What follows belongs to an exercise in optimizing a design on an open flow for small area and a short achievable clock period; a production flow would make more cautious choices.
RTL that was checked went through simulation tests only; none was proved equivalent to the original.
Power figures rest on the tool's default switching activity, not on a simulated workload.

Q:
==> flow/design.v <==
module cpu(
input [15:0] instruction,
input [15:0] memIn,
input reset,
input clk,
output [15:0] memOut,
output reg writeM,
output [15:0] memAddress,
output reg [15:0] pc);
reg [15:0] regA;
reg        aInR;
reg [15:0] regD;
reg [15:0] R;       
wire [15:0] A = aInR ? R : regA;
assign memOut = R;
assign memAddress = regA;
wire isC = instruction[15];
wire [6:0] comp = instruction[12:6];
wire a  = comp[6];
wire zx = comp[5];
wire nx = comp[4];
wire zy = comp[3];
wire ny = comp[2];
wire f  = comp[1];
wire no = comp[0];
reg valid;
always @* begin
    case (comp)
        7'b0101010, 7'b0111111, 7'b0111010, 7'b0001100, 7'b0110000, 7'b1110000,
        7'b0001101, 7'b0110001, 7'b1110001, 7'b0001111, 7'b0110011, 7'b1110011,
        7'b0011111, 7'b0110111, 7'b1110111, 7'b0001110, 7'b0110010, 7'b1110010,
        7'b0000010, 7'b1000010, 7'b0010011, 7'b1010011, 7'b0000111, 7'b1000111,
        7'b0000000, 7'b1000000, 7'b0010101, 7'b1010101: valid = 1'b1;
        default: valid = 1'b0;
    endcase
end
wire vC = (valid & isC) | reset;    
wire nxo = nx ^ no;
wire nyo = ny ^ no;
wire [15:0] x = (regD & {16{~zx}}) ^ {16{nxo}};
wire [15:0] y = a ? (memIn ^ {16{nyo}}) : ((A & {16{~zy}}) ^ {16{nyo}});
wire [15:0] p = x ^ y;
wire [15:0] h = x & y;
wire fr = f & ~reset;
wire [15:0] g = h & {16{fr}};   
wire cin = fr & no;
wire [15:0] gg = {g[14:0], cin};
wire [15:0] pp = {p[14:0], 1'b0};
wire [15:0] G1, P1, G2, P2, G3, P3, C;
genvar i;
generate
    for (i = 0; i < 16; i = i + 1) begin : pf
        if (i % 2 == 1) begin
            assign G1[i] = gg[i] | (pp[i] & gg[i-1]);
            assign P1[i] = pp[i] & pp[i-1];
        end else begin
            assign G1[i] = gg[i];
            assign P1[i] = pp[i];
        end
        if (i % 4 >= 2) begin
            assign G2[i] = G1[i] | (P1[i] & G1[i - i % 4 + 1]);
            assign P2[i] = P1[i] & P1[i - i % 4 + 1];
        end else begin
            assign G2[i] = G1[i];
            assign P2[i] = P1[i];
        end
        if (i % 8 >= 4) begin
            assign G3[i] = G2[i] | (P2[i] & G2[i - i % 8 + 3]);
            assign P3[i] = P2[i] & P2[i - i % 8 + 3];
        end else begin
            assign G3[i] = G2[i];
            assign P3[i] = P2[i];
        end
        if (i >= 8) begin
            assign C[i] = G3[i] | (P3[i] & G3[7]);
        end else begin
            assign C[i] = G3[i];
        end
    end
endgenerate
wire fo = (f | no) & ~reset;
wire nf = ~f & ~reset;
wire [15:0] q = (p & {16{fo}}) | (h & {16{nf}});
wire [15:0] r = vC ? (q ^ C) : R;
wire s = C[15] ? (vC ? ~q[15] : R[15]) : (vC ? q[15] : R[15]);
wire [15:0] t = x | y;
wire zA = &(p ~^ {t[14:0], cin});
wire zr = vC ? (f ? zA : ~|q) : ~|R;
wire [2:0] j = instruction[2:0];
wire jmp = isC & ((j[2] & s) | (j[1] & zr) | (j[0] & ~s & ~zr));
always @(posedge clk) begin
    R <= r;
    if (reset || (isC && instruction[4])) regD <= r;
    if (reset) begin
        aInR <= 1'b1;       
        pc <= 16'd0;
        writeM <= 1'b0;
    end else begin
        aInR <= isC & instruction[5];
        pc <= jmp ? A : pc + 16'd1;
        writeM <= isC & instruction[3];
    end
    regA <= isC ? A : {1'b0, instruction[14:0]};
end
endmodule
export LEC_CHECK = 0
export CAP_MARGIN = 20
export CORE_MARGIN = 2
export CORE_UTILIZATION = 55
export SETUP_SLACK_MARGIN = 3.8
export SLEW_MARGIN = 20
create_clock -name core_clock -period 8.0 [get_ports {clk}]
standard.sh (not shown) runs the stock make flow with config.mk's settings and CLKGATE_MAP_FILE= SYNTH_SCRIPT=/design/flow/synth_recipe.tcl, a recipe that flattens the netlist after the stock synthesis.
==> flow/flow/run.sh <==
#!/bin/bash
# Layout flow: the standard flow (standard.sh) with these changes:
#  - ports are buffered with the cell named in flow/port_buf.txt
#    (default sky130_fd_sc_hd__buf_2) instead of the delay buffers that
#    buffer_ports picks by default; every port still gets its buffer;
#  - clock tree synthesis runs with the arguments in flow/cts_args.txt
#    (default: ORFS's, without dummy loads);
#  - if flow/abc.script exists, the standard synthesis maps the logic with
#    that ABC script instead of ORFS's abc_speed.script, and if
#    flow/no_adder_map exists it leaves adders to ABC instead of mapping
#    them to the library's half and full adder cells. Nothing else in the
#    synthesis changes, so the registers are the standard synthesis's.
# Every tool's output goes to ORFS's logs under orfs/logs; make's own output
# goes to flow.log here.
set -euo pipefail
here=$(pwd)
cp standard.sh standard_sh.log
extra=""
if [[ -f flow/no_adder_map ]]; then extra="ADDER_MAP_FILE="; fi
if [[ -f flow/abc.script ]]; then
  cp flow/abc.script "$here/my_abc.script"
  {
    head -n 1 synth_recipe.tcl
    cat <<'EOT'
proc abc {args} {
  set i [lsearch -exact $args -script]
  if { $i >= 0 } { lset args [expr {$i + 1}] $::env(FLOW_ABC_SCRIPT) }
  yosys abc {*}$args
}
EOT
    tail -n +2 synth_recipe.tcl
  } > "$here/my_synth.tcl"
  export FLOW_ABC_SCRIPT="$here/my_abc.script"
  sed -e "s#SYNTH_SCRIPT=[^ ]*#SYNTH_SCRIPT=$here/my_synth.tcl $extra#" standard.sh > my_standard.sh
else
  sed -e "s#SYNTH_SCRIPT=\([^ ]*\)#SYNTH_SCRIPT=\1 $extra#" standard.sh > my_standard.sh
fi
portbuf=sky130_fd_sc_hd__buf_2
if [[ -f flow/port_buf.txt ]]; then portbuf=$(cat flow/port_buf.txt); fi
export BUFFER_PORTS_ARGS="-buffer_cell $portbuf"
if [[ -f flow/cts_args.txt ]]; then
  export CTS_ARGS="$(cat flow/cts_args.txt)"
else
  export CTS_ARGS="-sink_clustering_enable -repair_clock_nets -dont_use_dummy_load"
fi
bash my_standard.sh > flow.log 2>&1
==> flow/flow/abc.script <==
strash
dch
map -B 0.9
topo
stime -c
buffer -c
upsize -c
dnsize -c
==> flow/flow/cts_args.txt <==
-sink_clustering_enable -repair_clock_nets -dont_use_dummy_load -sink_clustering_size 24 -sink_clustering_max_diameter 80 -buf_list {sky130_fd_sc_hd__clkbuf_4 sky130_fd_sc_hd__clkbuf_8}
==> flow/flow/no_adder_map <==
==> flow/flow/port_buf.txt <==
sky130_fd_sc_hd__buf_1
Input changes introduced in R (baseline for comparison: Q):
-- flow/design.v --
<<< Q, line 36
end
wire vC = (valid & isC) | reset;    
wire nxo = nx ^ no;
wire nyo = ny ^ no;
wire [15:0] x = (regD & {16{~zx}}) ^ {16{nxo}};
wire [15:0] y = a ? (memIn ^ {16{nyo}}) : ((A & {16{~zy}}) ^ {16{nyo}});
wire [15:0] p = x ^ y;
wire [15:0] h = x & y;
wire fr = f & ~reset;
wire [15:0] g = h & {16{fr}};   
wire cin = fr & no;
wire [15:0] gg = {g[14:0], cin};
wire [15:0] pp = {p[14:0], 1'b0};
>>> R, line 36
end
wire vC = (valid & isC) | reset;    
wire nxo = (nx ^ no) & ~reset;
wire nyo = (ny ^ no) & ~reset;
wire kx = ~zx & ~reset;
wire ky = ~zy & ~reset;
wire aM = a & ~reset;
wire [15:0] x = (regD & {16{kx}}) ^ {16{nxo}};
wire [15:0] y = aM ? (memIn ^ {16{nyo}}) : ((A & {16{ky}}) ^ {16{nyo}});
wire [15:0] p = x ^ y;
wire [15:0] h = x & y;
wire [15:0] g = h & {16{f}};    
wire cin = f & no & ~reset;
wire [15:0] gg = {g[14:0], cin};
wire [15:0] pp = {p[14:0], 1'b0};
<<< Q, line 79
    end
endgenerate
wire fo = (f | no) & ~reset;
wire nf = ~f & ~reset;
wire [15:0] q = (p & {16{fo}}) | (h & {16{nf}});
wire [15:0] r = vC ? (q ^ C) : R;
wire s = C[15] ? (vC ? ~q[15] : R[15]) : (vC ? q[15] : R[15]);
>>> R, line 81
    end
endgenerate
wire fo = f | no;
wire [15:0] q = (p & {16{fo}}) | (h & {16{~f}});
wire [15:0] r = vC ? (q ^ C) : R;
wire s = C[15] ? (vC ? ~q[15] : R[15]) : (vC ? q[15] : R[15]);
==> run notes <==
R | status: complete | timing, DRC, antenna: pass
Of R and Q, Q shows the lower sequential fraction of the synthesis area, with R above it.
Between R and Q, it is R whose number of nets produced by synthesis is lower, by 19.
Max via count across R and Q: Q
On detailed-routing wirelength on met1: R sits above Q.
Summary — horizontal die dimension, R relative to Q: lower, by 1.1%.
Relative to Q, minimum setup slack in the final design has increased by 0.018 ns in R.
In R relative to Q, post-detailed-route via-to-cell ratio had gone down slightly.
Compared to Q, R has transition time of the tightest slew-check pin 0.37 ns lower.
Going from Q to R, netlist area before placement shrank by a few percent.
Comparing Q with R, the sequential share of layout area came out essentially unchanged.
Per the comparison of R with Q, combinational fraction of design power shrank by 3.9 points; minimum hold slack decreased 0.027 ns; utilization rose 2.3 points; maximum achievable frequency rose by 1.1 MHz.
No functional check of the RTL was part of Q.

========
== red ==
cpu, a different RTL version from the one above (not shown whole).
For scale: ~83 I/O pins.
==> module cpu, before the edit <==
module cpu(
input [15:0] instruction,
input [15:0] memIn,
input reset,
input clk,
output [15:0] memOut,
output reg writeM,
output [15:0] memAddress,
output reg [15:0] pc);
reg [15:0] regA;
reg        aInR;
reg [15:0] regD;
reg [15:0] R;       
wire [15:0] A = aInR ? R : regA;
assign memOut = R;
assign memAddress = regA;
wire isC = instruction[15];
wire [6:0] comp = instruction[12:6];
wire a  = comp[6];
wire zx = comp[5];
wire nx = comp[4];
wire zy = comp[3];
wire ny = comp[2];
wire f  = comp[1];
wire no = comp[0];
reg valid;
always @* begin
    case (comp)
        7'b0101010, 7'b0111111, 7'b0111010, 7'b0001100, 7'b0110000, 7'b1110000,
        7'b0001101, 7'b0110001, 7'b1110001, 7'b0001111, 7'b0110011, 7'b1110011,
        7'b0011111, 7'b0110111, 7'b1110111, 7'b0001110, 7'b0110010, 7'b1110010,
        7'b0000010, 7'b1000010, 7'b0010011, 7'b1010011, 7'b0000111, 7'b1000111,
        7'b0000000, 7'b1000000, 7'b0010101, 7'b1010101: valid = 1'b1;
        default: valid = 1'b0;
    endcase
end
wire vC = (valid & isC) | reset;    
wire nxo = (nx ^ no) & ~reset;
wire nyo = (ny ^ no) & ~reset;
wire kx = ~zx & ~reset;
wire ky = ~zy & ~reset;
wire aM = a & ~reset;
wire [15:0] x = (regD & {16{kx}}) ^ {16{nxo}};
wire [15:0] y = aM ? (memIn ^ {16{nyo}}) : ((A & {16{ky}}) ^ {16{nyo}});
wire [15:0] p = x ^ y;
wire [15:0] h = x & y;
wire [15:0] g = h & {16{f}};    
wire cin = f & no & ~reset;
wire [15:0] gg = {g[14:0], cin};
wire [15:0] pp = {p[14:0], 1'b0};
wire [15:0] G1, P1, G2, P2, G3, P3, C;
genvar i;
generate
    for (i = 0; i < 16; i = i + 1) begin : pf
        if (i % 2 == 1) begin
            assign G1[i] = gg[i] | (pp[i] & gg[i-1]);
            assign P1[i] = pp[i] & pp[i-1];
        end else begin
            assign G1[i] = gg[i];
            assign P1[i] = pp[i];
        end
        if (i % 4 >= 2) begin
            assign G2[i] = G1[i] | (P1[i] & G1[i - i % 4 + 1]);
            assign P2[i] = P1[i] & P1[i - i % 4 + 1];
        end else begin
            assign G2[i] = G1[i];
            assign P2[i] = P1[i];
        end
        if (i % 8 >= 4) begin
            assign G3[i] = G2[i] | (P2[i] & G2[i - i % 8 + 3]);
            assign P3[i] = P2[i] & P2[i - i % 8 + 3];
        end else begin
            assign G3[i] = G2[i];
            assign P3[i] = P2[i];
        end
        if (i >= 8) begin
            assign C[i] = G3[i] | (P3[i] & G3[7]);
        end else begin
            assign C[i] = G3[i];
        end
    end
endgenerate
wire fo = f | no;
wire [15:0] q = (p & {16{fo}}) | (h & {16{~f}});
wire [15:0] r = vC ? (q ^ C) : R;
wire s = C[15] ? (vC ? ~q[15] : R[15]) : (vC ? q[15] : R[15]);
wire zr = ~|r;
wire [2:0] j = instruction[2:0];
wire jmp = isC & ((j[2] & s) | (j[1] & zr) | (j[0] & ~s & ~zr));
always @(posedge clk) begin
    R <= r;
    if (reset || (isC && instruction[4])) regD <= r;
    if (reset) begin
        aInR <= 1'b1;       
        pc <= 16'd0;
        writeM <= 1'b0;
    end else begin
        aInR <= isC & instruction[5];
        pc <= jmp ? A : pc + 16'd1;
        writeM <= isC & instruction[3];
    end
    regA <= isC ? A : {1'b0, instruction[14:0]};
end
endmodule
export LEC_CHECK = 0
export CAP_MARGIN = 20
export CORE_MARGIN = 2
export CORE_UTILIZATION = 55
export SETUP_SLACK_MARGIN = 3.8
export SLEW_MARGIN = 20
create_clock -name core_clock -period 8.0 [get_ports {clk}]
Scripts as last shown in full above: flow/flow/run.sh, flow/flow/abc.script, flow/flow/cts_args.txt, flow/flow/no_adder_map, flow/flow/port_buf.txt
In summary, red completed successfully, with a layout that passed the timing, design-rule and antenna checks.
Relative to red, the following input files were edited for blue:
==> flow/design.v <==
module cpu(
input [15:0] instruction,
input [15:0] memIn,
input reset,
input clk,
output [15:0] memOut,
output reg writeM,
output [15:0] memAddress,
output reg [15:0] pc);
reg [15:0] regA;
reg        aInR;
reg [15:0] regD;
reg [15:0] R;       
wire [15:0] A = aInR ? R : regA;
assign memOut = R;
assign memAddress = regA;
wire isC = instruction[15];
wire [6:0] comp = instruction[12:6];
wire a  = comp[6];
wire zx = comp[5];
wire nx = comp[4];
wire zy = comp[3];
wire ny = comp[2];
wire f  = comp[1];
wire no = comp[0];
reg valid;
always @* begin
    case (comp)
        7'b0101010, 7'b0111111, 7'b0111010, 7'b0001100, 7'b0110000, 7'b1110000,
        7'b0001101, 7'b0110001, 7'b1110001, 7'b0001111, 7'b0110011, 7'b1110011,
        7'b0011111, 7'b0110111, 7'b1110111, 7'b0001110, 7'b0110010, 7'b1110010,
        7'b0000010, 7'b1000010, 7'b0010011, 7'b1010011, 7'b0000111, 7'b1000111,
        7'b0000000, 7'b1000000, 7'b0010101, 7'b1010101: valid = 1'b1;
        default: valid = 1'b0;
    endcase
end
wire vC = (valid & isC) | reset;    
wire nxo = nx ^ no;
wire nyo = ny ^ no;
wire [15:0] x = (regD & {16{~zx}}) ^ {16{nxo}};
wire [15:0] y = a ? (memIn ^ {16{nyo}}) : ((A & {16{~zy}}) ^ {16{nyo}});
wire [15:0] p = x ^ y;
wire [15:0] h = x & y;
wire fr = f & ~reset;
wire [15:0] g = h & {16{fr}};   
wire cin = fr & no;
wire [15:0] gg = {g[14:0], cin};
wire [15:0] pp = {p[14:0], 1'b0};
wire [15:0] G1, P1, G2, P2, G3, P3, C;
genvar i;
generate
    for (i = 0; i < 16; i = i + 1) begin : pf
        if (i >= 1) begin
            assign G1[i] = gg[i] | (pp[i] & gg[i-1]);
            assign P1[i] = pp[i] & pp[i-1];
        end else begin
            assign G1[i] = gg[i];
            assign P1[i] = pp[i];
        end
        if (i >= 2) begin
            assign G2[i] = G1[i] | (P1[i] & G1[i-2]);
            assign P2[i] = P1[i] & P1[i-2];
        end else begin
            assign G2[i] = G1[i];
            assign P2[i] = P1[i];
        end
        if (i >= 4) begin
            assign G3[i] = G2[i] | (P2[i] & G2[i-4]);
            assign P3[i] = P2[i] & P2[i-4];
        end else begin
            assign G3[i] = G2[i];
            assign P3[i] = P2[i];
        end
        if (i >= 8) begin
            assign C[i] = G3[i] | (P3[i] & G3[i-8]);
        end else begin
            assign C[i] = G3[i];
        end
    end
endgenerate
wire fo = (f | no) & ~reset;
wire nf = ~f & ~reset;
wire [15:0] q = (p & {16{fo}}) | (h & {16{nf}});
wire [15:0] r = vC ? (q ^ C) : R;
wire s = C[15] ? (vC ? ~q[15] : R[15]) : (vC ? q[15] : R[15]);
wire [15:0] t = x | y;
wire zA = &(p ~^ {t[14:0], cin});
wire zr = vC ? (f ? zA : ~|q) : ~|R;
wire [2:0] j = instruction[2:0];
wire jmp = isC & ((j[2] & s) | (j[1] & zr) | (j[0] & ~s & ~zr));
always @(posedge clk) begin
    R <= r;
    if (reset || (isC && instruction[4])) regD <= r;
    if (reset) begin
        aInR <= 1'b1;       
        pc <= 16'd0;
        writeM <= 1'b0;
    end else begin
        aInR <= isC & instruction[5];
        pc <= jmp ? A : pc + 16'd1;
        writeM <= isC & instruction[3];
    end
    regA <= isC ? A : {1'b0, instruction[14:0]};
end
endmodule
Findings:
blue against red: global-route usage went down; via count went down. Lower area of the mapped netlist was reported by red, not blue. Relative to red, the post-CTS clock slew at the launch and capture registers of the worst setup and hold paths of blue is lower by 20 ps. Re met1 track demand over resource in global routing: red was lower than blue. blue: fmax 5.1% above red. Going from red to blue, routed wire length -2.3 mm, flip-flop and latch share of the layout cell area went up 3.3 points. Layout overhead on the synthesized area | blue below red. blue against red: row count climbed 1, synthesized-area fraction occupied by and/or/nand/nor cells +1.9 points.
Function was not checked in any run of this note: the RTL went through the layout flow alone.

[afterwards: timing with drivers on the ports]
In the flow no input, the clock included, has a driving cell. The finished layouts below were timed again as built, in two steps.
Step 1, drivers: a clkbuf_16 drives clk and a buf_2 each remaining input, both assumed.
Step 2 times the ports against the registers' clock, not the clock port: input delays grow and output delays shrink by t, the midpoint of the rising clock arrivals with the driver on.
Three values: ideal, step 1, step 2; two values: the first two.
| run | t (ns) | slack for setup (ns) | worst slew at a driven data input, ns |
|---|---|---|---|
| Q | 0.377 | 3.955 / 3.949 / 3.572 | 0.04 |
| R | 0.378 | 3.973 / 3.985 / 3.607 | 0.05 |
| red | 0.375 | 3.722 / 3.705 / 3.330 | 0.09 |
| blue | 0.373 | 3.928 / 3.944 / 3.570 | 0.05 |
After both steps setup and hold are still met in every run listed. The setup slack of red, which loses most, moves by -0.017 ns with the drivers and by -0.392 ns with both steps.
